What follows belongs to an exercise in optimizing a design on an open flow for small area; a production flow would make more cautious choices. Function was checked by simulation only, so behaviour that the tests miss may differ from the original. Power is estimated from default activity; no workload was simulated.

**flow/run.sh**
```bash
#!/bin/bash
# synth_recipe.tcl (not shown) runs the flow's synth.tcl, then flattens the netlist and writes it again
# the make line also repeats each setting of config.mk as NAME=value (left out here)
make -C /OpenROAD-flow-scripts/flow DESIGN_CONFIG=/design/flow/config.mk WORK_HOME=/design/flow/orfs CLKGATE_MAP_FILE= SYNTH_SCRIPT=/design/flow/synth_recipe.tcl finish
```
**flow/config.mk**
```make
export PLATFORM = sky130hd
export DESIGN_NAME = process
export DESIGN_NICKNAME = process
export VERILOG_FILES = /design/flow/design.v
export SDC_FILE = /design/flow/constraint.sdc
export NUM_CORES = 4
export LEC_CHECK = 0
export ABC_AREA = 1
export CAP_MARGIN = 20
export CORE_MARGIN = 2
export CORE_UTILIZATION = 40
export SLEW_MARGIN = 20
```
**flow/constraint.sdc**
```tcl
create_clock -name core_clock -period 10.0 [get_ports {clka}]
set_input_delay 2.0000 -clock core_clock [delete_from_list [all_inputs] [get_ports {clka}]]
set_output_delay 2.0000 -clock core_clock [all_outputs]
set_load 0.01 [all_outputs]
```
**flow/design.v**
```verilog
`timescale 1ns / 1ps
module pp_fa(input a, input b, input c, output s, output co);
    assign s  = a ^ b ^ c;
    assign co = (a & b) | (a & c) | (b & c);
endmodule
module pp_ha(input a, input b, output s, output co);
    assign s  = a ^ b;
    assign co = a & b;
endmodule
module process(Rout,Gout,Bout,OKout,Rin,Gin,Bin,operation,value,clka,reset,OKin);
input clka,reset,OKin;
input [7:0]Rin,Gin,Bin,value;
input [2:0]operation;
output reg [7:0]Rout,Gout,Bout;
output reg OKout;
wire en = OKin & ~reset;
wire op_inc = (operation == 3'd0);
wire op_dec = (operation == 3'd1);
wire op_gry = (operation == 3'd2);
wire op_red = (operation == 3'd3);
wire op_grn = (operation == 3'd4);
wire op_blu = (operation == 3'd5);
wire op_thr = (operation == 3'd6);
wire op_inv = (operation == 3'd7);
wire [7:0] b = op_inc ? value : ((op_dec | op_thr) ? ~value : 8'd0);
wire cin = op_dec;
wire [8:0] Rc, Gc, Bc;
wire [8:0] Rs, Gs, Bs;
assign Rc[0] = cin;
assign Gc[0] = cin;
assign Bc[0] = cin;
genvar j;
generate
    for (j = 0; j < 8; j = j + 1) begin : add
        pp_fa fr(Rin[j], b[j], Rc[j], Rs[j], Rc[j+1]);
        pp_fa fg(Gin[j], b[j], Gc[j], Gs[j], Gc[j+1]);
        pp_fa fb(Bin[j], b[j], Bc[j], Bs[j], Bc[j+1]);
    end
endgenerate
assign Rs[8] = Rc[8];
assign Gs[8] = Gc[8];
assign Bs[8] = Bc[8];
wire s0a, c0a, s0b, c0b, s0c, c0c, s0d, c0d;
pp_fa f0a(Rin[2], Rin[5], Rin[6], s0a, c0a);
pp_fa f0b(Gin[1], Gin[4], Gin[6], s0b, c0b);
pp_fa f0c(Bin[4], Bin[5], Bin[6], s0c, c0c);
pp_fa f0d(s0a, s0b, s0c, s0d, c0d);
wire s1a, c1a, s1b, c1b, s1c, c1c, s1d, c1d, s1e, c1e, s1f, c1f;
pp_fa f1a(Rin[3], Rin[6], Rin[7], s1a, c1a);
pp_fa f1b(Gin[2], Gin[5], Gin[7], s1b, c1b);
pp_fa f1c(Bin[5], Bin[6], Bin[7], s1c, c1c);
pp_fa f1d(c0a, c0b, c0c, s1d, c1d);
pp_fa f1e(s1a, s1b, s1c, s1e, c1e);
pp_fa f1f(s1d, s1e, c0d, s1f, c1f);
wire s2a, c2a, s2b, c2b, s2c, c2c, s2d, c2d, s2e, c2e, s2f, c2f;
pp_fa f2a(Rin[4], Rin[7], Gin[3], s2a, c2a);
pp_fa f2b(Gin[6], Bin[6], Bin[7], s2b, c2b);
pp_fa f2c(c1a, c1b, c1c, s2c, c2c);
pp_fa f2d(s2a, s2b, s2c, s2d, c2d);
pp_fa f2e(c1d, c1e, c1f, s2e, c2e);
pp_ha h2f(s2d, s2e, s2f, c2f);
wire s3a, c3a, s3b, c3b, s3c, c3c, s3d, c3d, s3e, c3e;
pp_fa f3a(Rin[5], Gin[4], Gin[7], s3a, c3a);
pp_fa f3b(Bin[7], c2a, c2b, s3b, c3b);
pp_fa f3c(c2c, c2d, c2e, s3c, c3c);
pp_fa f3d(s3a, s3b, s3c, s3d, c3d);
pp_ha h3e(s3d, c2f, s3e, c3e);
wire s4a, c4a, s4b, c4b, s4c, c4c;
pp_fa f4a(Rin[6], Gin[5], c3a, s4a, c4a);
pp_fa f4b(c3b, c3c, c3d, s4b, c4b);
pp_fa f4c(s4a, s4b, c3e, s4c, c4c);
wire s5a, c5a, s5b, c5b;
pp_fa f5a(Rin[7], Gin[6], c4a, s5a, c5a);
pp_fa f5b(s5a, c4b, c4c, s5b, c5b);
wire s6a, c6a;
pp_fa f6a(Gin[7], c5a, c5b, s6a, c6a);
wire [7:0] Y = {c6a, s6a, s5b, s4c, s3e, s2f, s1f, s0d};
wire [8:0] gt;
assign gt[0] = 1'b0;
genvar i;
generate
    for (i = 0; i < 8; i = i + 1) begin : cmp
        assign gt[i+1] = (Y[i] & b[i]) | (Y[i] & gt[i]) | (b[i] & gt[i]);
    end
endgenerate
wire white = ~gt[8];
wire rP = en & (op_inc | (op_dec & Rs[8]) | op_red | (op_thr & white));
wire rQ = en & ((op_inc & Rs[8]) | op_inv | (op_thr & white));
wire gP = en & (op_inc | (op_dec & Gs[8]) | op_grn | (op_thr & white));
wire gQ = en & ((op_inc & Gs[8]) | op_inv | (op_thr & white));
wire bP = en & (op_inc | (op_dec & Bs[8]) | op_blu | (op_thr & white));
wire bQ = en & ((op_inc & Bs[8]) | op_inv | (op_thr & white));
wire [7:0] yo = Y & {8{en & op_gry}};
integer k;
reg [7:0] Rn, Gn, Bn;
always @* begin
    for (k = 0; k < 8; k = k + 1) begin
        Rn[k] = (Rs[k] ? rP : rQ) | yo[k];
        Gn[k] = (Gs[k] ? gP : gQ) | yo[k];
        Bn[k] = (Bs[k] ? bP : bQ) | yo[k];
    end
end
always @(posedge clka) begin
    OKout <= en;
    Rout <= Rn;
    Gout <= Gn;
    Bout <= Bn;
end
endmodule
```
==> metrics.yaml, run 1 <==
placed_cell_area_mm2: 0.00334
cts_buffer_depth: 2
yosysTopAreaCellShare_pct: 37.5
synthFlopType: "dfxtp_1"
placementRows: 29
regArea_um2: 500
nets: 488
cts_sinks: 25
dr.first_iter.drc_count: 97
rsz0062_at_grt: "no"
fp.dieArea_mm2: 0.00720
fp.dieH_um: 84.9
wl_per_cell_um: 13.8
ctsResizeCount: 0
synth.distinct_cells: 23
grt_usage_pct: 20.0
drtPass1Iterations: 4
startpoint: "Gin[7]"
finalWorstSetupSlack_ns: 1.90
ys_ff_latch: 25
dp_slack_ns: 1.57
num_io_pins: 63
grt_pass1_vias: 2360
critPathArrivalTime_ns: 8.31
synth-edff-count: 0
yosysMostFrequentCell: "inv_1"
cts-htree-levels: 1
viasPerCell: 4.62
root_buffer: "clkbuf_8"
n_fill_cell: 597
dp.cells: 471
drv_slew: 0
ant_nets: 0
initial_core_util_pct: 41.2
via_count: 2195
hp-class: "in -> reg"
crit_required_ns: 10.22
drive_above_1_share_pct: 5.28
final_cells: 475
drt_wl_total_um: 6560
syn_to_final_growth_pct: 29.6
crit_type: "in -> reg"
dp_hpwl_um: 5700
grt_pass1_wl_um: 11300
tns_ns: 0
max-vdd-ir-drop_v: 0.0000923
antenna_cells: 0
synth_area_mm2: 0.00262
antenna_found_initial: 0
synth.largest_area_cell: "fa_1"
synth_seq_area_share_pct: 19.1
slew_headroom_pct: 61.8
io_buffer_count: 62
multiInputGateArea_mm2: 0.00173
p_leak_nw: 1.72
drc: 0
grt_start_max_net_pins: 23
power.density_mw_per_mm2: 151
finalInstanceArea_mm2: 0.00339
syn_area_per_cell_um2: 7.88
hold_violations: 0
cts_hold_buf: 0
period_share_pct: 81.0
min_from: "OKin"
yosysWarnings: 1
clk_pin_slew_ns: 0.09
outcome: "timing/DRC/antenna clean"
grt-ovfl-total: 0
setup_viol: 0
synthTopCellsByCount: "inv_1 (97), nand2_1 (74), fa_1 (49), nand3_1 (49), dfxtp_1 (25)"
synthTopCellsByArea: "fa_1 (38%), dfxtp_1 (19%), inv_1 (14%), nand2_1 (11%), nand3_1 (9.4%)"
synthArstFlopShare_pct: 0
coreArea_mm2: 0.00635
cp-end-kind: "flip-flop"
syn_inst: 332
cts_made_buffers: 3
critPathLaunchType: "input pin"
maxCapViolations: 0
fmax_mhz: 124
syn_nets: 421
globalplace.congestion: 0.851
worstMarginPinSlew_ns: 0.573
cts_tree: "yes"
min_period_ns: 8.10
die_w_um: 84.9
post-cts-setup-buffers: 0
crit_path_max_fanout: 8
## cells in the final DEF (no fill, tap or decap)
cell type        instances
nand3_1                 49
o21ai_2                  2
nand2_1                 74
nand4_1                  1
nor2_1                   5
o21ai_1                  1
o22ai_1                  1
o21a_1                   1
ha_1                     2
clkdlybuf4s50_1         62
a21oi_1                  2
clkinvlp_4               1
fa_1                    49
nand3b_1                 1
inv_1                   97
or2_2                    1
o21ai_0                  5
clkbuf_8                 3
inv_2                    3
o211ai_1                 1
buf_4                    2
nor4_1                   1
dfxtp_1                 25
nand3_2                  3
nand2_2                  5
nand3_4                  1
## area by class of cell
cell class	instances	area share, %
multi-input cells	205	51.1
repair buffers	64	18.8
inverters	100	11.1
clock inverters	1	0.222
flip-flops and latches	25	14.8
well taps	77	2.84
clock buffers	3	1.22
## sequential cells by signal, indices dropped and copies added (netlist names)
signal / cells
Bout: 8
Gout: 8
OKout: 1
Rout: 8
## critical path, stage by stage
cell             delay [ns]
clkdlybuf4s50_1        0.61
inv_1                  0.09
fa_1                   0.47
fa_1                   0.55
fa_1                   0.17
inv_1                  0.06
fa_1                   0.46
fa_1                   0.52
fa_1                   0.46
fa_1                   0.54
inv_1                  0.05
fa_1                   0.41
fa_1                   0.42
inv_1                  0.08
fa_1                   0.45
o21ai_0                0.17
inv_1                  0.05
nand2_1                0.06
nand2_1                0.05
nand2_1                0.09
nand3_2                0.13
nand2_2                0.24
nand2_1                0.08
nand3_1                0.10
## metrics by stage
stage          hold slack [ns]  total power [W]  util [%]
2_1_floorplan             2.30         0.000345         -
3_3_place_gp              2.74         0.000449      52.6
5_1_grt                   2.53         0.000575      53.4
6_report                  2.51         0.000511      53.4
4_1_cts                   2.51         0.000516      53.4
3_5_place_dp              2.73         0.000455      52.6
## final timing paths
path / cells past startpoint / slack (ns) / to
max: 24 / 1.90 / Rout[7]
min: 4 / 2.51 / OKout
## metal layers
| layer | global-route usage (%) | share of wire [%] |
|---|---|---|
| met1 | 26.1 | 44 |
| met4 | 7.36 | 3.4 |
| met5 | 0 | 0 |
| met3 | 1.75 | 4.2 |
| met2 | 34.8 | 49 |
## where the power goes
| group | total (W) | internal (W) | switching (W) |
|---|---|---|---|
| combinational | 0.000333 | 0.000147 | 0.000186 |
| clock | 0.0000607 | 0.0000282 | 0.0000324 |
| sequential | 0.000117 | 0.000114 | 0.00000332 |
## logic make-up (layout without fill, tap and decap cells)
group / Yosys count / count (layout) / synth area share [%]
and+or+nand+nor: 141 / 141 / 24.7
buffers and inverters: 102 / 168 / 14.6
adders and majority gates: 51 / 51 / 38.5
AOI/OAI and AO/OA: 13 / 13 / 3.01
DFF: 25 / 25 / 19.1
==> inputs of run 2 (changes only) <==
--- a/flow/design.v
+++ b/flow/design.v
@@ -7,4 +7,13 @@
     assign s  = a ^ b;
     assign co = a & b;
+endmodule
+module pp_bop(input v, input inc, input dt, output b);
+    assign b = v ? inc : dt;
+endmodule
+module pp_maj(input a, input b, input c, output m);
+    assign m = (a & b) | (a & c) | (b & c);
+endmodule
+module pp_omux(input s, input P, input Q, input yn, output o);
+    assign o = (s ? P : Q) | ~yn;
 endmodule
 module process(Rout,Gout,Bout,OKout,Rin,Gin,Bin,operation,value,clka,reset,OKin);
@@ -23,5 +32,12 @@
 wire op_thr = (operation == 3'd6);
 wire op_inv = (operation == 3'd7);
-wire [7:0] b = op_inc ? value : ((op_dec | op_thr) ? ~value : 8'd0);
+wire [7:0] b;
+wire op_dt = op_dec | op_thr;
+genvar m;
+generate
+    for (m = 0; m < 8; m = m + 1) begin : bop
+        pp_bop u(value[m], op_inc, op_dt, b[m]);
+    end
+endgenerate
 wire cin = op_dec;
 wire [8:0] Rc, Gc, Bc;
@@ -78,8 +94,9 @@
 wire [8:0] gt;
 assign gt[0] = 1'b0;
+assign gt[1] = Y[0] & b[0];
 genvar i;
 generate
-    for (i = 0; i < 8; i = i + 1) begin : cmp
-        assign gt[i+1] = (Y[i] & b[i]) | (Y[i] & gt[i]) | (b[i] & gt[i]);
+    for (i = 1; i < 8; i = i + 1) begin : cmp
+        pp_maj u(Y[i], b[i], gt[i], gt[i+1]);
     end
 endgenerate
@@ -91,14 +108,15 @@
 wire bP = en & (op_inc | (op_dec & Bs[8]) | op_blu | (op_thr & white));
 wire bQ = en & ((op_inc & Bs[8]) | op_inv | (op_thr & white));
-wire [7:0] yo = Y & {8{en & op_gry}};
-integer k;
-reg [7:0] Rn, Gn, Bn;
-always @* begin
-    for (k = 0; k < 8; k = k + 1) begin
-        Rn[k] = (Rs[k] ? rP : rQ) | yo[k];
-        Gn[k] = (Gs[k] ? gP : gQ) | yo[k];
-        Bn[k] = (Bs[k] ? bP : bQ) | yo[k];
+wire selY = en & op_gry;
+wire [7:0] yn = ~(Y & {8{selY}});
+wire [7:0] Rn, Gn, Bn;
+genvar k;
+generate
+    for (k = 0; k < 8; k = k + 1) begin : omux
+        pp_omux ur(Rs[k], rP, rQ, yn[k], Rn[k]);
+        pp_omux ug(Gs[k], gP, gQ, yn[k], Gn[k]);
+        pp_omux ub(Bs[k], bP, bQ, yn[k], Bn[k]);
     end
-end
+endgenerate
 always @(posedge clka) begin
     OKout <= en;
--- a/flow/config.mk
+++ b/flow/config.mk
@@ -6,7 +6,9 @@
 export NUM_CORES = 4
 export LEC_CHECK = 0
-export ABC_AREA = 1
 export CAP_MARGIN = 20
 export CORE_MARGIN = 2
-export CORE_UTILIZATION = 40
+export CORE_UTILIZATION = 70
+export CTS_BUF_LIST = sky130_fd_sc_hd__clkbuf_2 sky130_fd_sc_hd__clkbuf_4
+export PLACE_DENSITY = 0.8
 export SLEW_MARGIN = 20
+export SYNTH_HIERARCHICAL = 1
==> metrics.yaml, run 2 <==
synthArstFlopShare_pct: 0
yosysTopAreaCellShare_pct: 42.9
num_io_pins: 63
placementRows: 20
haltStage: "global routing"
ctsResizeCount: 0
grt_start_max_net_pins: 16
grt-ovfl-total: 4
globalplace.congestion: 0.901
synth.largest_area_cell: "fa_1"
syn_nets: 270
initial_core_util_pct: 74.3
synth.distinct_cells: 25
ys_ff_latch: 25
cts_hold_buf: 0
cts_sinks: 25
die_w_um: 61.2
synthFlopType: "dfxtp_1"
synth_area_mm2: 0.00229
synth_seq_area_share_pct: 21.9
yosysWarnings: 7
outcome: "stopped before the end"
tool.error: "[ERROR GRT-0232] Routing congestion too high. Check the congestion heatmap in the GUI."
root_buffer: "clkbuf_4"
syn_inst: 181
post-cts-setup-buffers: 0
dp_hpwl_um: 6470
synthTopCellsByCount: "fa_1 (49), nand2_1 (36), dfxtp_1 (25), mux2i_1 (24), mux2_4 (8)"
dp.cells: 283
synth-edff-count: 0
yosysMostFrequentCell: "fa_1"
synthTopCellsByArea: "fa_1 (43%), dfxtp_1 (22%), mux2i_1 (10%), nand2_1 (5.9%), mux2_4 (5.2%)"
placed_cell_area_mm2: 0.00294
cts_made_buffers: 3
grt_usage_pct: 67.4
cts-htree-levels: 1
io_buffer_count: 62
syn_area_per_cell_um2: 12.6
fp.dieH_um: 61.2
cts_buffer_depth: 2
[run 2: cell types whose count changed after synthesis, sizes merged, moves of 3 or more]
cell,previous run,this run
buf,0,4
inv,100,3
maj3,0,7
mux2,0,8
mux2i,0,24
nand2,79,36
nand2b,0,3
nand3,53,2
nor2,5,2
o21ai,8,2
[run 2: metal layers]
| metal | GRT overflow | GRT usage [%] |
|---|---|---|
| met2 | 0 | 88.0 |
| met4 | 4 | 66.8 |
| met1 | 0 | 68.5 |
| met5 | 0 | 4.29 |
| met3 | 0 | 47.1 |
[run 2: logic make-up after synthesis]
| family | Yosys count | share of synthesized area, % |
|---|---|---|
| flops | 25 | 21.9 |
| fa+ha+maj | 58 | 47.4 |
| buf+inv | 7 | 1.75 |
| compound gates | 10 | 2.52 |
| mux | 32 | 15.7 |
| simple gates | 49 | 10.7 |
[run 2: per-stage QoR]
step | total power [W] | setup slack (ns)
3_3_place_gp | 0.000366 | 1.14
2_1_floorplan | 0.000285 | 2.18
3_5_place_dp | 0.000397 | 0.571
4_1_cts | 0.000459 | 0.768
[run 2: per-module statistics from Yosys, one instance, submodules excluded]
module / flip-flops and latches / cells inside / cell area [um2]
pp_maj: 0 / 1 / 11.3
pp_bop: 0 / 1 / 15.0
pp_omux: 0 / 2 / 13.8
process: 25 / 67 / 753
pp_ha: 0 / 1 / 12.5
pp_fa: 0 / 1 / 20.0
[run 2: worst max-delay path by stage]
stage / startpoint / to / slack [ns] / cells after the start
after global placement: Rin[6] / Rout[6] / 1.14 / 18
after CTS: Rin[7] / Rout[4] / 0.77 / 18
after floorplan: Rin[3] / Rout[0] / 2.18 / 17
after detailed placement: Rin[6] / Rout[4] / 0.57 / 18
[run 2: power by group through the flow]
stage	Sequential (W)	Combinational (W)	Clock, W
4_1_cts	0.000117	0.000295	0.0000476
2_1_floorplan	0.000124	0.000161	0
3_3_place_gp	0.000117	0.000249	0
3_5_place_dp	0.000119	0.000279	0
==> inputs of run 3 (changes only) <==
--- a/flow/config.mk
+++ b/flow/config.mk
@@ -8,7 +8,5 @@
 export CAP_MARGIN = 20
 export CORE_MARGIN = 2
-export CORE_UTILIZATION = 70
-export CTS_BUF_LIST = sky130_fd_sc_hd__clkbuf_2 sky130_fd_sc_hd__clkbuf_4
-export PLACE_DENSITY = 0.8
+export CORE_UTILIZATION = 55
 export SLEW_MARGIN = 20
 export SYNTH_HIERARCHICAL = 1
==> metrics.yaml, run 3 <==
outcome: "timing/DRC/antenna clean"
grt.met1_usage_pct: 34.3
drc: 0
regArea_um2: 500
synthTopCellsByCount: "fa_1 (49), nand2_1 (36), dfxtp_1 (25), mux2i_1 (24), mux2_4 (8)"
initial_core_util_pct: 57.2
post-cts-setup-buffers: 0
dp.cells: 289
cpMostUsedCell: "fa_1"
setup_viol: 0
p_int_w: 0.000276
top_usage_layer: "met2"
holdWs_ns: 2.38
critPathArrivalTime_ns: 8.98
antenna_found_initial: 0
maxCapViolations: 0
syn_to_final_growth_pct: 30.6
wl_per_cell_um: 18.3
grt_start_max_net_pins: 15
crit_required_ns: 10.20
comb_power_share_pct: 60.1
antenna_cells: 0
crit_type: "in -> reg"
nets: 333
synth.distinct_cells: 25
cts_hold_buf: 0
dr.first_iter.drc_count: 107
tns_ns: 0
cts-htree-levels: 1
period_share_pct: 87.8
n_fill_cell: 270
syn_area_per_cell_um2: 12.6
synthFlopType: "dfxtp_1"
drt_wl_total_um: 5350
syn_inst: 181
hp-class: "in -> reg"
die_w_um: 68.5
cp_slowest_cell: "a31oi_1"
grt_usage_pct: 25.8
power.density_mw_per_mm2: 146
netSwitchingFraction_pct: 36.9
drtPass1Iterations: 4
min_from: "reset"
ys_ff_latch: 25
rsz0062_at_grt: "no"
cts_tree: "yes"
p_sw_w: 0.000161
max-vdd-ir-drop_v: 0.0000999
power.total_w: 0.000437
cp-end-kind: "flip-flop"
root_buffer: "clkbuf_8"
layout_commonest_cell: "clkdlybuf4s50_1"
critPathLaunchType: "input pin"
synth.largest_area_cell: "fa_1"
fp.dieH_um: 68.5
ant_nets: 0
globalplace.congestion: 0.936
cts_sinks: 25
slowest_delay_ns: 0.70
slew_headroom_pct: 42.6
synthTopCellsByArea: "fa_1 (43%), dfxtp_1 (22%), mux2i_1 (10%), nand2_1 (5.9%), mux2_4 (5.2%)"
layout_common_cells: "clkdlybuf4s50_1 (62), fa_1 (49), nand2_1 (36), dfxtp_1 (25), mux2i_1 (24)"
synth-edff-count: 0
synth_area_mm2: 0.00229
synth_seq_area_share_pct: 21.9
crit_path_cell_trace: "clkdlybuf4s50_1 > fa_1 > fa_1 > fa_1 > fa_1 > fa_1 > fa_1 > fa_1 > fa_1 > fa_1 > fa_1 > maj3_2 > maj3_2 > nor2_1 > nand3_1 > a31oi_1 > mux2i_1 > nand2_1"
syn_nets: 270
via_count: 1610
p_leak_nw: 1.34
synthArstFlopShare_pct: 0
largest_registers: "Bout (8), Gout (8), Rout (8)"
min_path_cells: 3
grt_pass1_wl_um: 8430
crit_path_max_fanout: 8
yosysWarnings: 7
io_buffer_count: 62
placementRows: 23
yosysMostFrequentCell: "fa_1"
drive_above_1_share_pct: 9.05
ctsResizeCount: 0
fmax_mhz: 114
worstMarginPinSlew_ns: 0.857
num_io_pins: 63
finalInstanceArea_mm2: 0.00299
viasPerCell: 5.49
cts_made_buffers: 3
clk_pin_slew_ns: 0.09
final_cells: 293
clkPwrFrac_pct: 13.6
coreArea_mm2: 0.00400
grt-ovfl-total: 0
dp_hpwl_um: 4530
min_period_ns: 8.78
min_to: "OKout"
multiInputGateArea_mm2: 0.00175
cts_buffer_depth: 2
gr-usage-met3_pct: 1.95
fp.dieArea_mm2: 0.00469
drv_slew: 0
gr-usage-met2_pct: 45.2
hold_violations: 0
yosysTopAreaCellShare_pct: 42.9
placed_cell_area_mm2: 0.00294
power_frac_seq_pct: 26.4
grt_pass1_vias: 1727
==> run 3: cell counts after synthesis <==
No cell type changed its count.
==> run 3: worst max-delay path by stage <==
| stage | depth (start not counted) | start | slack, ns | endpoint |
|---|---|---|---|---|
| floorplan | 17 | Rin[3] | 2.18 | Rout[0] |
| global placement | 18 | Rin[6] | 1.05 | Rout[5] |
| detailed placement | 18 | Gin[7] | 0.92 | Rout[1] |
| CTS | 18 | Gin[7] | 1.19 | Rout[1] |
| global route | 18 | Rin[7] | 0.92 | Rout[2] |
| finish | 18 | Gin[7] | 1.22 | Rout[5] |
==> run 3: final cells by class <==
cell class,instances,share of cell area (%)
clock inverter,1,0.167
timing repair buffer,62,20.8
sequential,25,16.7
multi-input combinational,149,58.5
inverter,3,0.377
clock buffer,3,1.38
tap,50,2.09
==> run 3: kinds of logic after synthesis <==
group | count (synthesis) | synth area share [%]
adder cells (fa/ha/maj) | 58 | 47.4
AO/OA/AOI/OAI | 10 | 2.52
AND/OR/NAND/NOR | 49 | 10.7
buffers and inverters | 7 | 1.75
flip-flops | 25 | 21.9
multiplexers | 32 | 15.7
==> run 3: metrics by stage <==
step	util (%)	setup slack, ns
2_1_floorplan	-	2.18
3_3_place_gp	73.6	1.05
3_5_place_dp	73.6	0.917
4_1_cts	74.7	1.19
5_1_grt	74.7	0.921
6_report	74.7	1.22
==> run 3: power by group through the flow <==
stage | Combinational, W | Clock, W | Sequential, W
CTS | 0.000262 | 0.0000599 | 0.000115
global placement | 0.000253 | 0 | 0.000117
global route | 0.000294 | 0.0000640 | 0.000116
finish | 0.000262 | 0.0000592 | 0.000115
floorplan | 0.000161 | 0 | 0.000124
detailed placement | 0.000258 | 0 | 0.000118
==> run 3: per-layer routing <==
layer / vias to the layer above / routed length (um)
met2: 71 / 2740
met5: - / 0
met3: 8 / 254
met1: 806 / 2290
li1: 725 / -
met4: 0 / 59
==> run 3: worst max-delay path, delay by kind of cell <==
kind,cells,cell delay [ns]
simple gates,3,0.39
fa+ha+maj,12,5.04
buf+inv,1,0.67
compound gates,1,0.70
mux,1,0.17
==> run 3: modules after synthesis (local to each module, per instance) <==
module	times used	cell area (um2)
process	1	753
pp_fa	49	20.0
pp_maj	7	11.3
pp_omux	24	13.8
pp_bop	8	15.0
pp_ha	2	12.5
==> inputs of run 4 (changes only) <==
==> flow/flow/run.sh (new file) <==
#!/bin/bash
# Own layout flow: the standard flow (standard.sh) with three changes:
#  * synthesis is synth_recipe.tcl unchanged except that ABC maps each module for
#    area with area.abc (no buffering/upsizing) instead of ORFS's speed script;
#  * the port buffers are buf_1 instead of the buffer_ports default;
#  * everything else (floorplan, PDN, taps, CTS, routing) is the standard flow.
set -euo pipefail
WORK=$(pwd)
mkdir -p "$WORK/own"
sed 's#log_cmd abc {\*}$abc_args#log_cmd abc -script $::env(OWN_ABC_SCRIPT) {*}[lrange $abc_args 2 end]#' \
  "$FLOW_HOME/scripts/synth.tcl" > "$WORK/own/synth_mod.tcl"
grep -q OWN_ABC_SCRIPT "$WORK/own/synth_mod.tcl"
export OWN_SYNTH_MOD="$WORK/own/synth_mod.tcl"
export OWN_ABC_SCRIPT="$WORK/flow/area.abc"
bash standard.sh \
  "SYNTH_SCRIPT=$WORK/flow/own_synth.tcl" \
  "BUFFER_PORTS_ARGS=-buffer_cell sky130_fd_sc_hd__buf_1" \
  finish > "$WORK/standard_flow.log" 2>&1
==> flow/flow/area.abc (new file) <==
strash
&get -n
&dch -f
&nf -R 1000
&put
==> flow/flow/own_synth.tcl (new file) <==
# The standard synthesis (synth_recipe.tcl) with one change: ORFS's synth.tcl is used as
# synth_mod.tcl, a copy whose ABC call maps for area with flow/area.abc (written by run.sh).
proc synth {args} { yosys synth -nofsm -noshare {*}$args }
source $::env(OWN_SYNTH_MOD)
# left out here: clear keep_hierarchy, flatten, clean up, hide names made inside functions, write 1_2_yosys.v
==> flow/standard.sh (new file) <==
#!/bin/bash
# synth_recipe.tcl (not shown) runs the flow's synth.tcl, then flattens the netlist and writes it again
# the make line also repeats each setting of config.mk as NAME=value (left out here)
make -C /OpenROAD-flow-scripts/flow DESIGN_CONFIG=/design/flow/config.mk WORK_HOME=/design/flow/orfs CLKGATE_MAP_FILE= SYNTH_SCRIPT=/design/flow/synth_recipe.tcl "${@:-finish}"
removed: flow/run.sh
==> metrics.yaml, run 4 <==
cpMostUsedCell: "fa_1"
min_period_ns: 8.74
grt_pass1_wl_um: 8250
min_path_cells: 3
post-cts-setup-buffers: 0
ant_nets: 0
synth.largest_area_cell: "fa_1"
drive_above_1_share_pct: 2.07
largest_registers: "Bout (8), Gout (8), Rout (8)"
setup_viol: 0
fp.dieArea_mm2: 0.00446
max-vdd-ir-drop_v: 0.000112
syn_nets: 264
top_usage_layer: "met2"
cts_sinks: 25
syn_to_final_growth_pct: 16.2
hold_violations: 0
via_count: 1588
cts_hold_buf: 0
n_fill_cell: 307
grt-ovfl-total: 0
period_share_pct: 87.4
drt_wl_total_um: 4960
cts_made_buffers: 3
rsz0062_at_grt: "no"
placementRows: 22
outcome: "timing/DRC/antenna clean"
slowest_delay_ns: 0.73
ys_ff_latch: 25
antenna_cells: 0
cts_tree: "yes"
dr.first_iter.drc_count: 126
syn_area_per_cell_um2: 12.4
cts-htree-levels: 1
nets: 332
ctsResizeCount: 0
synth_area_mm2: 0.00217
drtPass1Iterations: 4
initial_core_util_pct: 58.3
layout_commonest_cell: "buf_1"
maxCapViolations: 0
grt_pass1_vias: 1736
clk_pin_slew_ns: 0.08
slew_headroom_pct: 35.7
antenna_found_initial: 0
dp_hpwl_um: 4290
crit_path_cell_trace: "buf_1 > fa_1 > fa_1 > fa_1 > fa_1 > fa_1 > fa_1 > fa_1 > fa_1 > maj3_1 > maj3_1 > maj3_1 > maj3_1 > or3_1 > a31oi_1 > mux2i_1 > nand2_1"
grt_usage_pct: 25.8
cp_slowest_cell: "a31oi_1"
synthTopCellsByArea: "fa_1 (45%), dfxtp_1 (23%), mux2i_1 (11%), nand2_1 (6.2%), mux2_1 (4.2%)"
worstMarginPinSlew_ns: 0.960
wl_per_cell_um: 17.1
power.total_w: 0.000393
io_buffer_count: 62
gr-usage-met2_pct: 42.4
num_io_pins: 63
holdWs_ns: 2.08
critPathLaunchType: "input pin"
die_w_um: 66.8
crit_path_max_fanout: 8
globalplace.congestion: 0.892
p_leak_nw: 1.13
synthFlopType: "dfxtp_1"
drc: 0
synthArstFlopShare_pct: 0
layout_common_cells: "buf_1 (62), fa_1 (49), nand2_1 (36), dfxtp_1 (25), mux2i_1 (24)"
gr-usage-met3_pct: 3.89
grt.met1_usage_pct: 34.8
fp.dieH_um: 66.8
cts_buffer_depth: 2
cp-end-kind: "flip-flop"
critPathArrivalTime_ns: 8.94
viasPerCell: 5.48
synth_seq_area_share_pct: 23.1
hp-class: "in -> reg"
yosysWarnings: 7
yosysTopAreaCellShare_pct: 45.3
synthTopCellsByCount: "fa_1 (49), nand2_1 (36), dfxtp_1 (25), mux2i_1 (24), mux2_1 (8)"
crit_type: "in -> reg"
tns_ns: 0
coreArea_mm2: 0.00372
synth.distinct_cells: 19
min_from: "OKin"
grt_start_max_net_pins: 14
min_to: "OKout"
power.density_mw_per_mm2: 156
syn_inst: 175
yosysMostFrequentCell: "fa_1"
drv_slew: 0
root_buffer: "clkbuf_8"
fmax_mhz: 114
crit_required_ns: 10.20
synth-edff-count: 0
## run 4: power breakdown
part | switching (W) | total (W) | internal (W) | leakage (nW)
combinational | 0.000119 | 0.000221 | 0.000102 | 0.901
clock | 0.0000291 | 0.0000575 | 0.0000284 | 0.0228
sequential | 0.00000281 | 0.000114 | 0.000112 | 0.204
total | 0.000151 | 0.000393 | 0.000242 | 1.13
## run 4: kinds of logic after synthesis
logic type,Yosys count,synth area share (%)
flip-flops,25,23.1
AND/OR/NAND/NOR,48,9.12
adder cells (fa/ha/maj),58,49.7
AO/OA/AOI/OAI,10,2.54
multiplexers,32,15.2
buffers and inverters,2,0.347
## run 4: Yosys stat by module, one instance, submodules excluded
module	cells inside	cell area (um2)
pp_fa	1	20.0
process	61	671
pp_omux	2	13.8
pp_bop	1	11.3
pp_maj	1	10.0
pp_ha	1	12.5
## run 4: cell type report
cell class / count / area [um2] / area share [%]
timing repair buffer: 63 / 240 / 9.54
tap: 48 / 60.1 / 2.38
multi-input combinational: 148 / 1670 / 66.1
inverter: 2 / 7.51 / 0.298
clock buffer: 4 / 45.0 / 1.79
sequential: 25 / 500 / 19.9
## run 4: per-layer routing
metal	routed length, um	part of all wire, %	vias to the layer above
li1	-	-	720
met1	2090	42	772
met2	2390	48	86
met3	384	7.7	10
met4	104	2.1	0
met5	0	0	-
## run 4: worst max-delay path by stage
stage | slack [ns] | cells past startpoint | endpoint | start
floorplan | 1.95 | 16 | Bout[0] | Rin[3]
global placement | 1.15 | 17 | Rout[5] | Rin[6]
detailed placement | 1.00 | 17 | Bout[1] | Rin[6]
CTS | 1.27 | 17 | Bout[1] | Rin[6]
global route | 1.0 | 17 | Bout[1] | Rin[7]
finish | 1.26 | 17 | Rout[5] | Rin[6]
## run 4: stage by stage
stage	cell area, um2	cells	utilization, %	worst slack [ns]
after floorplan	2170	175	-	1.95
after global placement	2470	286	66.6	1.15
after detailed placement	2470	286	66.6	1.00
after CTS	2520	290	67.8	1.27
after global routing	2520	290	67.8	0.999
final	2520	290	67.8	1.26
## run 4: critical path: cells and delay by family
kind	cells	cell delay (ns)
AO/OA/AOI/OAI	1	0.73
adder cells (fa/ha/maj)	12	5.18
buffers and inverters	1	0.29
multiplexers	1	0.17
AND/OR/NAND/NOR	2	0.57
==> inputs of run 5 (changes only) <==
--- a/flow/design.v
+++ b/flow/design.v
@@ -8,6 +8,6 @@
     assign co = a & b;
 endmodule
-module pp_bop(input v, input inc, input dt, output b);
-    assign b = v ? inc : dt;
+module pp_bop(input v, input ninc, input ndt, output b);
+    assign b = ~(v ? ninc : ndt);
 endmodule
 module pp_maj(input a, input b, input c, output m);
@@ -37,5 +37,5 @@
 generate
     for (m = 0; m < 8; m = m + 1) begin : bop
-        pp_bop u(value[m], op_inc, op_dt, b[m]);
+        pp_bop u(value[m], ~op_inc, ~op_dt, b[m]);
     end
 endgenerate
==> metrics.yaml, run 5 <==
final_util_pct: 67.4
syn_inst: 175
power.total_w: 0.000399
syn_area_per_cell_um2: 12.3
synth.distinct_cells: 19
synthTopCellsByCount: "fa_1 (49), nand2_1 (36), mux2i_1 (32), dfxtp_1 (25)"
synth.area.mux_share_pct: 14.8
grt_start_max_net_pins: 16
dr.first_iter.drc_count: 86
via_count: 1606
yosysTopAreaCellShare_pct: 45.4
coreArea_mm2: 0.00372
min_to: "OKout"
cts_sinks: 25
io_buffer_count: 62
viasPerCell: 5.56
globalplace.congestion: 0.863
worstMarginPinSlew_ns: 0.871
fmax_mhz: 114
synthArstFlopShare_pct: 0
synth-edff-count: 0
cts-htree-levels: 1
crit_path_max_fanout: 8
cp-end-kind: "flip-flop"
synth-compound-area-share_pct: 2.84
max-vdd-ir-drop_v: 0.000103
ys_ff_latch: 25
post-cts-setup-buffers: 0
min_from: "OKin"
finalWorstSetupSlack_ns: 1.26
grt_pass1_wl_um: 8270
rsz0062_at_grt: "no"
num_io_pins: 63
period_share_pct: 87.4
synthFlopType: "dfxtp_1"
layout_common_cells: "buf_1 (62), fa_1 (49), nand2_1 (36), mux2i_1 (32), dfxtp_1 (25)"
syn_nets: 264
synth.largest_area_cell: "fa_1"
netSwitchingFraction_pct: 39.2
placed_cell_area_mm2: 0.00245
wl_per_cell_um: 18.0
grt_pass1_vias: 1783
comb_power_share_pct: 56.2
yosysWarnings: 7
yosysMostFrequentCell: "fa_1"
nets: 331
power_frac_seq_pct: 28.7
synth_seq_area_share_pct: 23.2
synthAdderAreaFrac_pct: 49.8
n_fill_cell: 320
largest_registers: "Bout (8), Gout (8), Rout (8)"
ant_nets: 0
crit_type: "in -> reg"
min_path_cells: 3
setup_viol: 0
fp.dieArea_mm2: 0.00444
cts_made_buffers: 3
critPathArrivalTime_ns: 8.95
yosys.area_share.simple_pct: 8.81
cts_hold_buf: 0
finalInstanceArea_mm2: 0.00251
drtPass1Iterations: 4
grt_usage_pct: 26.1
dp_slack_ns: 0.945
drc: 0
clk_pin_slew_ns: 0.09
synthTopCellsByArea: "fa_1 (45%), dfxtp_1 (23%), mux2i_1 (15%), nand2_1 (6.3%), maj3_1 (3.2%)"
p_sw_w: 0.000156
antenna_found_initial: 0
fp.dieH_um: 66.7
drv_slew: 0
grt-ovfl-total: 0
initial_core_util_pct: 58.1
antenna_cells: 0
p_leak_nw: 1.13
min_period_ns: 8.74
critPathLaunchType: "input pin"
power.density_mw_per_mm2: 159
hold_violations: 0
maxCapViolations: 0
clkPwrFrac_pct: 15.0
syn_to_final_growth_pct: 16.0
cts_buffer_depth: 2
dp_hpwl_um: 4430
p_int_w: 0.000242
ctsResizeCount: 0
synth-xor-area-share_pct: 0
outcome: "timing/DRC/antenna clean"
root_buffer: "clkbuf_8"
layout_commonest_cell: "buf_1"
drt_wl_total_um: 5190
crit_required_ns: 10.21
die_w_um: 66.7
synth_area_mm2: 0.00216
slew_headroom_pct: 41.7
drive_above_1_share_pct: 2.07
hp-class: "in -> reg"
cts_tree: "yes"
tns_ns: 0
placementRows: 22
synth_top_family_by_area: "adder cells"
[run 5: changes by cell type after synthesis, sizes merged, moves of 2 or more]
cell,change
a21oi,+2
mux2i,+8
nor2,-2
a31oi,-2
mux2,-8
[run 5: cell type report]
cell class              count  area [um2]  share of cell area, %
repair buffers             62         233                   9.29
inverters                   3        11.3                  0.449
multi-input cells         147        1650                   66.0
clock buffers               3        41.3                   1.65
clock inverters             1        7.51                  0.300
well taps                  48        60.1                   2.40
flip-flops and latches     25         500                   20.0
[run 5: metal layers]
layer  share of wire, %  track usage, %  vias to the layer above  routed length [um]
met1                 40            33.1                      803                2090
li1                   -               -                      713                   -
met3                6.9            3.04                       15                 359
met2                 50            45.6                       75                2600
met5                  0               0                        -                   0
met4                2.8            10.2                        0                 145
[run 5: power groups by stage]
stage,Sequential (W),Combinational (W),Clock (W)
finish,0.000115,0.000224,0.0000599
global route,0.000116,0.000250,0.0000642
detailed placement,0.000117,0.000221,0
CTS,0.000115,0.000224,0.0000605
global placement,0.000116,0.000216,0
floorplan,0.000123,0.000146,0
[run 5: Yosys stat by module (local to each module, per instance)]
| module | cells | flops+latches |
|---|---|---|
| process | 61 | 25 |
| pp_ha | 1 | 0 |
| pp_fa | 1 | 0 |
| pp_maj | 1 | 0 |
| pp_bop | 1 | 0 |
| pp_omux | 2 | 0 |
[run 5: cell families after synthesis]
family                     count (synthesis)
muxes                                     32
DFF                                       25
buffers and inverters                      3
adders and majority gates                 58
AOI/OAI and AO/OA                         11
and+or+nand+nor                           46
[run 5: worst max-delay path by stage]
| stage | startpoint | endpoint | slack, ns | cells after the start |
|---|---|---|---|---|
| finish | Rin[7] | Bout[6] | 1.26 | 17 |
| CTS | Rin[7] | Bout[6] | 1.17 | 17 |
| detailed placement | Rin[7] | Bout[5] | 0.95 | 17 |
| global placement | Rin[6] | Bout[5] | 1.15 | 17 |
| floorplan | Rin[3] | Bout[0] | 1.91 | 16 |
| global route | Rin[7] | Bout[6] | 0.95 | 17 |
[run 5: worst max-delay path, cell delays in order]
cell     delay, ns
buf_1         0.29
fa_1          0.51
fa_1          0.51
fa_1          0.42
fa_1          0.39
fa_1          0.47
fa_1          0.40
fa_1          0.47
fa_1          0.43
fa_1          0.40
fa_1          0.49
maj3_1        0.36
maj3_1        0.38
or3_1         0.40
a31oi_1       0.73
mux2i_1       0.19
nand2_1       0.12
[run 5: stage by stage]
stage / cells / hold WS, ns
3_3_place_gp: 285 / 2.33
4_1_cts: 289 / 2.07
6_report: 289 / 2.09
3_5_place_dp: 285 / 2.35
5_1_grt: 289 / 2.13
2_1_floorplan: 175 / 2.21
==> inputs of run 6 (changes only) <==
--- a/flow/config.mk
+++ b/flow/config.mk
@@ -9,4 +9,6 @@
 export CORE_MARGIN = 2
 export CORE_UTILIZATION = 55
+export CTS_CLUSTER_DIAMETER = 200
+export CTS_CLUSTER_SIZE = 30
 export SLEW_MARGIN = 20
 export SYNTH_HIERARCHICAL = 1
==> metrics.yaml, run 6 <==
critPathArrivalTime_ns: 8.95
min_path_cells: 3
ys_ff_latch: 25
cts-htree-levels: 1
cts_hold_buf: 0
setup_viol: 0
cp-end-kind: "flip-flop"
cts_tree: "yes"
synthArstFlopShare_pct: 0
yosysMostFrequentCell: "fa_1"
period_share_pct: 87.4
slew_headroom_pct: 41.7
ctsResizeCount: 0
grt_usage_pct: 26.1
root_buffer: "clkbuf_8"
p_leak_nw: 1.13
worstMarginPinSlew_ns: 0.871
drt_wl_total_um: 5190
placed_cell_area_mm2: 0.00245
power.total_w: 0.000399
rsz0062_at_grt: "no"
maxCapViolations: 0
synthTopCellsByArea: "fa_1 (45%), dfxtp_1 (23%), mux2i_1 (15%), nand2_1 (6.3%), maj3_1 (3.2%)"
cts_made_buffers: 3
crit_required_ns: 10.21
synth.largest_area_cell: "fa_1"
ant_nets: 0
power.density_mw_per_mm2: 159
syn_to_final_growth_pct: 16.0
drv_slew: 0
cts_sinks: 25
globalplace.congestion: 0.863
dp_hpwl_um: 4430
cts_buffer_depth: 2
viasPerCell: 5.56
placementRows: 22
syn_nets: 264
final_util_pct: 67.4
crit_path_max_fanout: 8
via_count: 1606
n_fill_cell: 320
synth-edff-count: 0
antenna_cells: 0
nets: 331
grt-ovfl-total: 0
drtPass1Iterations: 4
tns_ns: 0
initial_core_util_pct: 58.1
max-vdd-ir-drop_v: 0.000103
die_w_um: 66.7
fp.dieArea_mm2: 0.00444
grt_start_max_net_pins: 16
min_period_ns: 8.74
syn_area_per_cell_um2: 12.3
num_io_pins: 63
fp.dieH_um: 66.7
io_buffer_count: 62
wl_per_cell_um: 18.0
syn_inst: 175
antenna_found_initial: 0
outcome: "timing/DRC/antenna clean"
hp-class: "in -> reg"
synth_area_mm2: 0.00216
grt_pass1_wl_um: 8270
crit_type: "in -> reg"
synthFlopType: "dfxtp_1"
yosysWarnings: 7
hold_violations: 0
finalWorstSetupSlack_ns: 1.26
fmax_mhz: 114
coreArea_mm2: 0.00372
critPathLaunchType: "input pin"
synth_seq_area_share_pct: 23.2
dr.first_iter.drc_count: 86
post-cts-setup-buffers: 0
drc: 0
yosysTopAreaCellShare_pct: 45.4
finalInstanceArea_mm2: 0.00251
synth.distinct_cells: 19
largest_registers: "Bout (8), Gout (8), Rout (8)"
layout_common_cells: "buf_1 (62), fa_1 (49), nand2_1 (36), mux2i_1 (32), dfxtp_1 (25)"
layout_commonest_cell: "buf_1"
drive_above_1_share_pct: 2.07
synthTopCellsByCount: "fa_1 (49), nand2_1 (36), mux2i_1 (32), dfxtp_1 (25)"
grt_pass1_vias: 1783
dp_slack_ns: 0.945
clk_pin_slew_ns: 0.09
## run 6: cell counts after synthesis
No cell type changed its count.
## run 6: per-layer routing
metal,vias up,GRT usage [%],wire length [um]
li1,713,-,-
met1,803,33.1,2090
met2,75,45.6,2600
met3,15,3.04,359
met4,0,10.2,145
met5,-,0,0
## run 6: worst paths after layout
kind	start	end	slack, ns
hold / removal	OKin	OKout	2.09
setup / recovery	Rin[7]	Bout[6]	1.26
## run 6: through the flow
step,hold WS [ns],instances
finish,2.09,289
detailed placement,2.35,285
global placement,2.33,285
CTS,2.07,289
global route,2.13,289
floorplan,2.21,175
## run 6: logic make-up after synthesis
group | synth area share, %
DFF | 23.2
and+or+nand+nor | 8.81
adders and majority gates | 49.8
AOI/OAI and AO/OA | 2.84
muxes | 14.8
buffers and inverters | 0.521
## run 6: layout make-up
type	count	area [um2]	area share, %
repair buffers	62	233	9.29
multi-input cells	147	1650	66.0
clock inverters	1	7.51	0.300
flip-flops and latches	25	500	20.0
well taps	48	60.1	2.40
inverters	3	11.3	0.449
clock buffers	3	41.3	1.65
## run 6: modules after synthesis, one instance, submodules excluded
module	flip-flops and latches	cells inside	copies in the design	area (um2)
pp_fa	0	1	49	20.0
pp_maj	0	1	7	10.0
process	25	61	1	673
pp_bop	0	1	8	10.0
pp_omux	0	2	24	13.8
pp_ha	0	1	2	12.5
## run 6: worst max-delay path, cell delays in order
cell     delay [ns]
buf_1          0.29
fa_1           0.51
fa_1           0.51
fa_1           0.42
fa_1           0.39
fa_1           0.47
fa_1           0.40
fa_1           0.47
fa_1           0.43
fa_1           0.40
fa_1           0.49
maj3_1         0.36
maj3_1         0.38
or3_1          0.40
a31oi_1        0.73
mux2i_1        0.19
nand2_1        0.12
## run 6: power by group
group	total (W)	internal (W)	switching, W
logic	0.000224	0.000103	0.000122
registers	0.000115	0.000112	0.00000306
clock network	0.0000599	0.0000282	0.0000317
==> inputs of run 7 (changes only) <==
--- a/flow/flow/run.sh
+++ b/flow/flow/run.sh
@@ -16,3 +16,4 @@
   "SYNTH_SCRIPT=$WORK/flow/own_synth.tcl" \
   "BUFFER_PORTS_ARGS=-buffer_cell sky130_fd_sc_hd__buf_1" \
+  "CTS_ARGS=-repair_clock_nets -dont_use_dummy_load -buf_list sky130_fd_sc_hd__clkbuf_8 -root_buf sky130_fd_sc_hd__clkbuf_8" \
   finish > "$WORK/standard_flow.log" 2>&1
--- a/flow/config.mk
+++ b/flow/config.mk
@@ -9,6 +9,4 @@
 export CORE_MARGIN = 2
 export CORE_UTILIZATION = 55
-export CTS_CLUSTER_DIAMETER = 200
-export CTS_CLUSTER_SIZE = 30
 export SLEW_MARGIN = 20
 export SYNTH_HIERARCHICAL = 1
==> metrics.yaml, run 7 <==
min_to: "OKout"
tns_ns: 0
max-vdd-ir-drop_v: 0.000113
cp_slowest_cell: "a31oi_1"
synth_seq_area_share_pct: 23.2
layout_common_cells: "buf_1 (62), fa_1 (49), nand2_1 (36), mux2i_1 (32), dfxtp_1 (25)"
grt_pass1_vias: 1794
ant_nets: 0
grt_start_max_net_pins: 16
grt-ovfl-total: 0
crit_path_cell_trace: "buf_1 > fa_1 > fa_1 > fa_1 > fa_1 > fa_1 > fa_1 > fa_1 > fa_1 > fa_1 > fa_1 > maj3_1 > maj3_1 > or3_1 > a31oi_1 > mux2i_1 > nand2_1"
critPathLaunchType: "input pin"
drt_wl_total_um: 5180
p_leak_nw: 1.13
layout_commonest_cell: "buf_1"
syn_nets: 264
ctsResizeCount: 0
cts-htree-levels: 1
min_path_cells: 3
antenna_found_initial: 0
hp-class: "in -> reg"
largest_registers: "Bout (8), Gout (8), Rout (8)"
initial_core_util_pct: 58.1
outcome: "timing/DRC/antenna clean"
maxCapViolations: 0
dp_hpwl_um: 4430
dr.first_iter.drc_count: 82
drv_slew: 0
antenna_cells: 0
viasPerCell: 5.66
syn_to_final_growth_pct: 15.7
hold_violations: 0
cts_buffer_depth: 2
clk_pin_slew_ns: 0.09
synthTopCellsByCount: "fa_1 (49), nand2_1 (36), mux2i_1 (32), dfxtp_1 (25)"
placementRows: 22
cts_made_buffers: 3
yosysWarnings: 7
coreArea_mm2: 0.00372
drc: 0
syn_area_per_cell_um2: 12.3
critPathArrivalTime_ns: 8.99
cpMostUsedCell: "fa_1"
syn_inst: 175
crit_required_ns: 10.21
synthFlopType: "dfxtp_1"
period_share_pct: 87.8
worstMarginPinSlew_ns: 0.929
synth_area_mm2: 0.00216
crit_type: "in -> reg"
cp-end-kind: "flip-flop"
synthTopCellsByArea: "fa_1 (45%), dfxtp_1 (23%), mux2i_1 (15%), nand2_1 (6.3%), maj3_1 (3.2%)"
via_count: 1631
fp.dieH_um: 66.7
drtPass1Iterations: 4
cts_hold_buf: 0
setup_viol: 0
yosysTopAreaCellShare_pct: 45.4
min_period_ns: 8.78
yosysMostFrequentCell: "fa_1"
fmax_mhz: 114
min_from: "OKin"
crit_path_max_fanout: 8
globalplace.congestion: 0.863
synth.largest_area_cell: "fa_1"
power.density_mw_per_mm2: 157
synth-edff-count: 0
synthArstFlopShare_pct: 0
synth.distinct_cells: 19
grt_pass1_wl_um: 8290
drive_above_1_share_pct: 1.67
root_buffer: "clkbuf_8"
grt_usage_pct: 26.2
cts_sinks: 25
slowest_delay_ns: 0.77
num_io_pins: 63
ys_ff_latch: 25
cts_tree: "yes"
wl_per_cell_um: 18.0
fp.dieArea_mm2: 0.00444
nets: 331
io_buffer_count: 62
post-cts-setup-buffers: 0
slew_headroom_pct: 37.8
die_w_um: 66.7
holdWs_ns: 2.09
rsz0062_at_grt: "no"
[run 7: cell counts after synthesis]
No cell type changed its count.
[run 7: power breakdown]
part           switching [W]  leakage [nW]  internal (W)
clock              0.0000277        0.0216     0.0000269
combinational       0.000121         0.905      0.000102
sequential        0.00000309         0.204      0.000112
[run 7: worst max path at each step]
| stage | start | end | cells past startpoint |
|---|---|---|---|
| after floorplan | Rin[3] | Bout[0] | 16 |
| after global placement | Rin[6] | Bout[5] | 17 |
| after detailed placement | Rin[7] | Bout[5] | 17 |
| after CTS | Rin[7] | Bout[6] | 17 |
| after global routing | Rin[7] | Bout[6] | 17 |
| final | Bin[6] | Bout[6] | 17 |
[run 7: cells by family (layout without fill, tap and decap cells)]
kind of cell / count (synthesis) / count (layout) / share of synthesized area (%)
fa+ha+maj: 58 / 58 / 49.8
simple gates: 46 / 46 / 8.81
mux: 32 / 32 / 14.8
flops: 25 / 25 / 23.2
compound gates: 11 / 11 / 2.84
buf+inv: 3 / 68 / 0.521
[run 7: final cells by class]
class                           count  area, um2
Tap cell                           48       60.1
Sequential cell                    25        500
Multi-Input combinational cell    147       1650
Timing Repair Buffer               62        233
Clock buffer                        3       41.3
Fill cell                         324       1220
Inverter                            3       11.3
[run 7: through the flow]
stage                     area (um2)  util, %  worst slack [ns]  power, W  instances
final                           2500     67.2              1.22  0.000393        288
after global routing            2500     67.2             0.952  0.000426        288
after CTS                       2490     67.1              1.18  0.000396        288
after detailed placement        2450     66.0             0.945  0.000339        285
after global placement          2450     66.0              1.15  0.000332        285
after floorplan                 2160        -              1.91  0.000269        175
[run 7: routing by layer]
| metal | routed length (um) | share of wire (%) | vias up | track usage [%] |
|---|---|---|---|---|
| li1 | - | - | 712 | - |
| met1 | 2050 | 40 | 827 | 32.5 |
| met2 | 2620 | 51 | 77 | 45.6 |
| met3 | 357 | 6.9 | 15 | 4.22 |
| met4 | 142 | 2.7 | 0 | 10.5 |
| met5 | 0 | 0 | - | 0 |
[run 7: Yosys stat by module (local to each module, per instance)]
module   flops+latches  cell area, um2  copies in the design
process             25             673                     1
pp_omux              0            13.8                    24
pp_ha                0            12.5                     2
pp_fa                0            20.0                    49
pp_maj               0            10.0                     7
pp_bop               0            10.0                     8
[run 7: worst max-delay path: cells and delay by family]
| kind | cells | cell delay, ns |
|---|---|---|
| AOI/OAI and AO/OA | 1 | 0.77 |
| adders and majority gates | 12 | 5.19 |
| buffers and inverters | 1 | 0.33 |
| muxes | 1 | 0.19 |
| and+or+nand+nor | 2 | 0.51 |
==> inputs of run 8 (changes only) <==
--- a/flow/flow/run.sh
+++ b/flow/flow/run.sh
@@ -16,4 +16,4 @@
   "SYNTH_SCRIPT=$WORK/flow/own_synth.tcl" \
   "BUFFER_PORTS_ARGS=-buffer_cell sky130_fd_sc_hd__buf_1" \
-  "CTS_ARGS=-repair_clock_nets -dont_use_dummy_load -buf_list sky130_fd_sc_hd__clkbuf_8 -root_buf sky130_fd_sc_hd__clkbuf_8" \
+  "CTS_ARGS=-sink_clustering_enable -repair_clock_nets -dont_use_dummy_load" \
   finish > "$WORK/standard_flow.log" 2>&1
==> metrics.yaml, run 8 <==
synthFlopType: "dfxtp_1"
antenna_found_initial: 0
placementRows: 22
hp-class: "in -> reg"
slowest_delay_ns: 0.77
cts-htree-levels: 1
nets: 331
ant_nets: 0
dr.first_iter.drc_count: 82
synth.distinct_cells: 19
critPathArrivalTime_ns: 8.99
cts_hold_buf: 0
drive_above_1_share_pct: 1.67
crit_type: "in -> reg"
cpLargestDelayFamily: "adder cells"
layout_common_cells: "buf_1 (62), fa_1 (49), nand2_1 (36), mux2i_1 (32), dfxtp_1 (25)"
die_w_um: 66.7
cpMostUsedCell: "fa_1"
synth_top_family_by_area: "adder cells"
rsz0062_at_grt: "no"
cp_slowest_cell: "a31oi_1"
antenna_cells: 0
max-vdd-ir-drop_v: 0.000113
syn_inst: 175
ys_ff_latch: 25
synth-edff-count: 0
worstMarginPinSlew_ns: 0.929
grt_pass1_wl_um: 8290
min_from: "OKin"
startpoint: "Bin[6]"
coreArea_mm2: 0.00372
crit_path_cell_trace: "buf_1 > fa_1 > fa_1 > fa_1 > fa_1 > fa_1 > fa_1 > fa_1 > fa_1 > fa_1 > fa_1 > maj3_1 > maj3_1 > or3_1 > a31oi_1 > mux2i_1 > nand2_1"
cp_num_buf_inv: 1
power.density_mw_per_mm2: 157
cts_made_buffers: 3
fp.dieH_um: 66.7
clk_pin_slew_ns: 0.09
initial_core_util_pct: 58.1
synthAdderAreaFrac_pct: 49.8
hold_violations: 0
drt_wl_total_um: 5180
syn_area_per_cell_um2: 12.3
syn_nets: 264
slew_headroom_pct: 37.8
fmax_mhz: 114
power.total_w: 0.000393
synth_seq_area_share_pct: 23.2
synthTopCellsByCount: "fa_1 (49), nand2_1 (36), mux2i_1 (32), dfxtp_1 (25)"
layout_commonest_cell: "buf_1"
min_period_ns: 8.78
yosysWarnings: 7
post-cts-setup-buffers: 0
tns_ns: 0
yosys.area_share.simple_pct: 8.81
wl_per_cell_um: 18.0
setup_viol: 0
grt_usage_pct: 26.2
p_leak_nw: 1.13
synth.area.mux_share_pct: 14.8
num_io_pins: 63
grt_pass1_vias: 1794
fp.dieArea_mm2: 0.00444
synth.largest_area_cell: "fa_1"
dp_hpwl_um: 4430
drtPass1Iterations: 4
synthTopCellsByArea: "fa_1 (45%), dfxtp_1 (23%), mux2i_1 (15%), nand2_1 (6.3%), maj3_1 (3.2%)"
largest_registers: "Bout (8), Gout (8), Rout (8)"
synthArstFlopShare_pct: 0
crit_required_ns: 10.21
grt_start_max_net_pins: 16
maxCapViolations: 0
cts_sinks: 25
via_count: 1631
globalplace.congestion: 0.863
synth_area_mm2: 0.00216
yosysMostFrequentCell: "fa_1"
root_buffer: "clkbuf_8"
grt-ovfl-total: 0
cts_buffer_depth: 2
outcome: "timing/DRC/antenna clean"
crit_path_max_fanout: 8
ctsResizeCount: 0
drc: 0
io_buffer_count: 62
yosysTopAreaCellShare_pct: 45.4
synth-compound-area-share_pct: 2.84
drv_slew: 0
syn_to_final_growth_pct: 15.7
critPathLaunchType: "input pin"
cts_tree: "yes"
viasPerCell: 5.66
synth-xor-area-share_pct: 0
period_share_pct: 87.8
cp-end-kind: "flip-flop"
## run 8: cell counts in the layout (fill, tap and decap cells not counted)
No cell type changed its count.
## run 8: power breakdown
group,switching (W),internal (W)
Combinational,0.000121,0.000102
Sequential,0.00000309,0.000112
Clock,0.0000277,0.0000269
Total,0.000152,0.000241
## run 8: area by class of cell
cell class / count / area [um2]
multi-input cells: 147 / 1650
fillers: 324 / 1220
flip-flops and latches: 25 / 500
repair buffers: 62 / 233
well taps: 48 / 60.1
clock buffers: 3 / 41.3
inverters: 3 / 11.3
## run 8: path summary, 6_finish.rpt
path                      end  cells after the start
worst max-delay path  Bout[6]                     17
worst min-delay path    OKout                      3
## run 8: per-stage QoR
stage,instances,util (%),hold slack (ns),setup WS (ns),cell area [um2]
2_1_floorplan,175,-,2.21,1.91,2160
3_3_place_gp,285,66.0,2.33,1.15,2450
3_5_place_dp,285,66.0,2.35,0.945,2450
4_1_cts,288,67.1,2.06,1.18,2490
5_1_grt,288,67.2,2.12,0.952,2500
6_report,288,67.2,2.09,1.22,2500
## run 8: routing by layer
metal	GRT usage, %	vias to the layer above	share of wire, %
met5	0	-	0
met4	10.5	0	2.7
met3	4.22	15	6.9
met2	45.6	77	51
met1	32.5	827	40
li1	-	712	-
## run 8: kinds of logic after synthesis
logic type | Yosys count
AO/OA/AOI/OAI | 11
adder cells (fa/ha/maj) | 58
buffers and inverters | 3
flip-flops | 25
multiplexers | 32
AND/OR/NAND/NOR | 46
## run 8: per-module statistics from Yosys (local to each module, per instance)
| module | copies in the design | cell area (um2) | flops+latches |
|---|---|---|---|
| pp_bop | 8 | 10.0 | 0 |
| pp_fa | 49 | 20.0 | 0 |
| pp_ha | 2 | 12.5 | 0 |
| pp_maj | 7 | 10.0 | 0 |
| pp_omux | 24 | 13.8 | 0 |
| process | 1 | 673 | 25 |
==> inputs of run 9 (changes only) <==
--- a/flow/flow/run.sh
+++ b/flow/flow/run.sh
@@ -4,4 +4,5 @@
 #    area with area.abc (no buffering/upsizing) instead of ORFS's speed script;
 #  * the port buffers are buf_1 instead of the buffer_ports default;
+#  * CTS runs without a dummy load;
 #  * everything else (floorplan, PDN, taps, CTS, routing) is the standard flow.
 set -euo pipefail
==> metrics.yaml, run 9 <==
dp_hpwl_um: 4430
ant_nets: 0
yosysMostFrequentCell: "fa_1"
period_share_pct: 87.8
m1WireLength_um: 2050
cts_made_buffers: 3
drt_wl_total_um: 5180
layout_common_cells: "buf_1 (62), fa_1 (49), nand2_1 (36), mux2i_1 (32), dfxtp_1 (25)"
cts_tree: "yes"
max-vdd-ir-drop_v: 0.000113
largest_registers: "Bout (8), Gout (8), Rout (8)"
wl_per_cell_um: 18.0
fp.dieH_um: 66.7
antenna_cells: 0
synthFlopType: "dfxtp_1"
wl_met3_um: 357
coreArea_mm2: 0.00372
p_leak_nw: 1.13
post-cts-setup-buffers: 0
yosys.area_share.simple_pct: 8.81
multiInputGateArea_mm2: 0.00165
grt-ovfl-total: 0
fp.dieArea_mm2: 0.00444
root_buffer: "clkbuf_8"
rsz0062_at_grt: "no"
yosysTopAreaCellShare_pct: 45.4
synth-edff-count: 0
holdWs_ns: 2.09
synth-compound-area-share_pct: 2.84
initial_core_util_pct: 58.1
grt_start_max_net_pins: 16
crit_path_max_fanout: 8
synth.area.mux_share_pct: 14.8
die_w_um: 66.7
syn_inst: 175
ctsResizeCount: 0
synth.largest_area_cell: "fa_1"
critPathLaunchType: "input pin"
placementRows: 22
cts_buffer_depth: 2
synth_seq_area_share_pct: 23.2
syn_nets: 264
fmax_mhz: 114
synth_area_mm2: 0.00216
dr.max_layer_used: "met4"
nets: 331
drtPass1Iterations: 4
grt_pass1_vias: 1794
min_period_ns: 8.78
critPathArrivalTime_ns: 8.99
maxCapViolations: 0
synthTopCellsByCount: "fa_1 (49), nand2_1 (36), mux2i_1 (32), dfxtp_1 (25)"
io_buffer_count: 62
crit_type: "in -> reg"
antenna_found_initial: 0
syn_area_per_cell_um2: 12.3
clk_pin_slew_ns: 0.09
drv_slew: 0
startpoint: "Bin[6]"
slew_headroom_pct: 37.8
power.density_mw_per_mm2: 157
outcome: "timing/DRC/antenna clean"
synthArstFlopShare_pct: 0
via_count: 1631
synth.distinct_cells: 19
synth_top_family_by_area: "adder cells"
setup_viol: 0
yosysWarnings: 7
drive_above_1_share_pct: 1.67
ys_ff_latch: 25
hold_violations: 0
worstMarginPinSlew_ns: 0.929
cts_hold_buf: 0
num_io_pins: 63
grt_pass1_wl_um: 8290
cts-htree-levels: 1
synthAdderAreaFrac_pct: 49.8
syn_to_final_growth_pct: 15.7
globalplace.congestion: 0.863
regArea_um2: 500
crit_required_ns: 10.21
synth-xor-area-share_pct: 0
drc: 0
hp-class: "in -> reg"
n_fill_cell: 324
crit_path_end: "Bout[6]"
cts_sinks: 25
tns_ns: 0
synthTopCellsByArea: "fa_1 (45%), dfxtp_1 (23%), mux2i_1 (15%), nand2_1 (6.3%), maj3_1 (3.2%)"
dr.first_iter.drc_count: 82
layout_commonest_cell: "buf_1"
viasPerCell: 5.66
cp-end-kind: "flip-flop"
wl_met2_um: 2620
grt_usage_pct: 26.2
==> run 9: cell families (layout without fill, tap and decap cells) <==
| group | count (synthesis) | after routing |
|---|---|---|
| AOI/OAI and AO/OA | 11 | 11 |
| adders and majority gates | 58 | 58 |
| buffers and inverters | 3 | 68 |
| DFF | 25 | 25 |
| muxes | 32 | 32 |
| and+or+nand+nor | 46 | 46 |
==> run 9: routing by layer <==
metal / GRT usage (%) / vias to the layer above
met5: 0 / -
met4: 10.5 / 0
met3: 4.22 / 15
met2: 45.6 / 77
met1: 32.5 / 827
li1: - / 712
==> run 9: where the power goes <==
part	internal, W	switching (W)
Clock	0.0000269	0.0000277
Combinational	0.000102	0.000121
Sequential	0.000112	0.00000309
==> run 9: per-module statistics from Yosys, one instance, submodules excluded <==
module,cells,area (um2)
pp_maj,1,10.0
pp_fa,1,20.0
pp_bop,1,10.0
pp_omux,2,13.8
pp_ha,1,12.5
process,61,673
==> run 9: final cells by class <==
cell class                 count  share of cell area (%)
tap                           48                    2.40
inverter                       3                   0.451
sequential                    25                    20.0
multi-input combinational    147                    66.1
timing repair buffer          62                    9.31
clock buffer                   3                    1.65
==> run 9: how the worst min path moves through the flow <==
stage                        to  startpoint  cells after the start  slack, ns
after CTS                 OKout        OKin                      3       2.06
after global routing      OKout        OKin                      3       2.12
final                     OKout        OKin                      3       2.09
after global placement    OKout        OKin                      3       2.33
after detailed placement  OKout        OKin                      3       2.35
after floorplan           OKout        OKin                      2       2.21
==> run 9: worst max-delay path, cell delays in order <==
cell	delay [ns]
buf_1	0.33
fa_1	0.51
fa_1	0.47
fa_1	0.42
fa_1	0.40
fa_1	0.47
fa_1	0.40
fa_1	0.47
fa_1	0.43
fa_1	0.40
fa_1	0.49
maj3_1	0.36
maj3_1	0.37
or3_1	0.39
a31oi_1	0.77
mux2i_1	0.19
nand2_1	0.12
==> run 9: through the flow <==
step | setup WS, ns | total power [W] | cell area [um2] | instances | utilization (%)
final | 1.22 | 0.000393 | 2500 | 288 | 67.2
after global routing | 0.952 | 0.000426 | 2500 | 288 | 67.2
after CTS | 1.18 | 0.000396 | 2490 | 288 | 67.1
after detailed placement | 0.945 | 0.000339 | 2450 | 285 | 66.0
after global placement | 1.15 | 0.000332 | 2450 | 285 | 66.0
after floorplan | 1.91 | 0.000269 | 2160 | 175 | -

port drivers added, routing unchanged:
The flow's constraints put no driver on any port. The routed layouts listed below were extracted and timed again, unchanged, in two steps. Step 1: set_driving_cell puts a clkbuf_16 on clka and a buf_2 on each other input, an assumption about the parent block. Step 2 times the ports against the registers' clock, not the clock port: input delays grow and output delays shrink by t, the midpoint of the rising clock arrivals with the driver on. a / b / c = ideal / step 1 / step 2; a / b = the first two.
run | t, ns | setup WS [ns] | worst hold slack (ns) | worst setup path at the end
run 1 | 0.294 | 1.905 / 1.909 / 1.614 | 2.510 / 2.508 / 2.760 | input to register
run 3 | 0.288 | 1.220 / 1.218 / 0.930 | 2.383 / 2.381 / 2.670 | input to register
run 4 | 0.283 | 1.261 / 1.264 / 0.981 | 2.083 / 2.083 / 2.366 | input to register
run 5 | 0.292 | 1.260 / 1.265 / 0.973 | 2.089 / 2.085 / 2.377 | input to register
run 6 | 0.292 | 1.260 / 1.265 / 0.973 | 2.089 / 2.085 / 2.377 | input to register
run 7 | 0.281 | 1.225 / 1.222 / 0.941 | 2.085 / 2.084 / 2.365 | input to register
run 8 | 0.281 | 1.225 / 1.222 / 0.941 | 2.085 / 2.084 / 2.365 | input to register
run 9 | 0.281 | 1.225 / 1.222 / 0.941 | 2.085 / 2.084 / 2.365 | input to register
After both steps setup and hold are still met in every run listed. The setup slack of run 1, which loses most, moves by +0.004 ns with the drivers and by -0.291 ns with both steps.
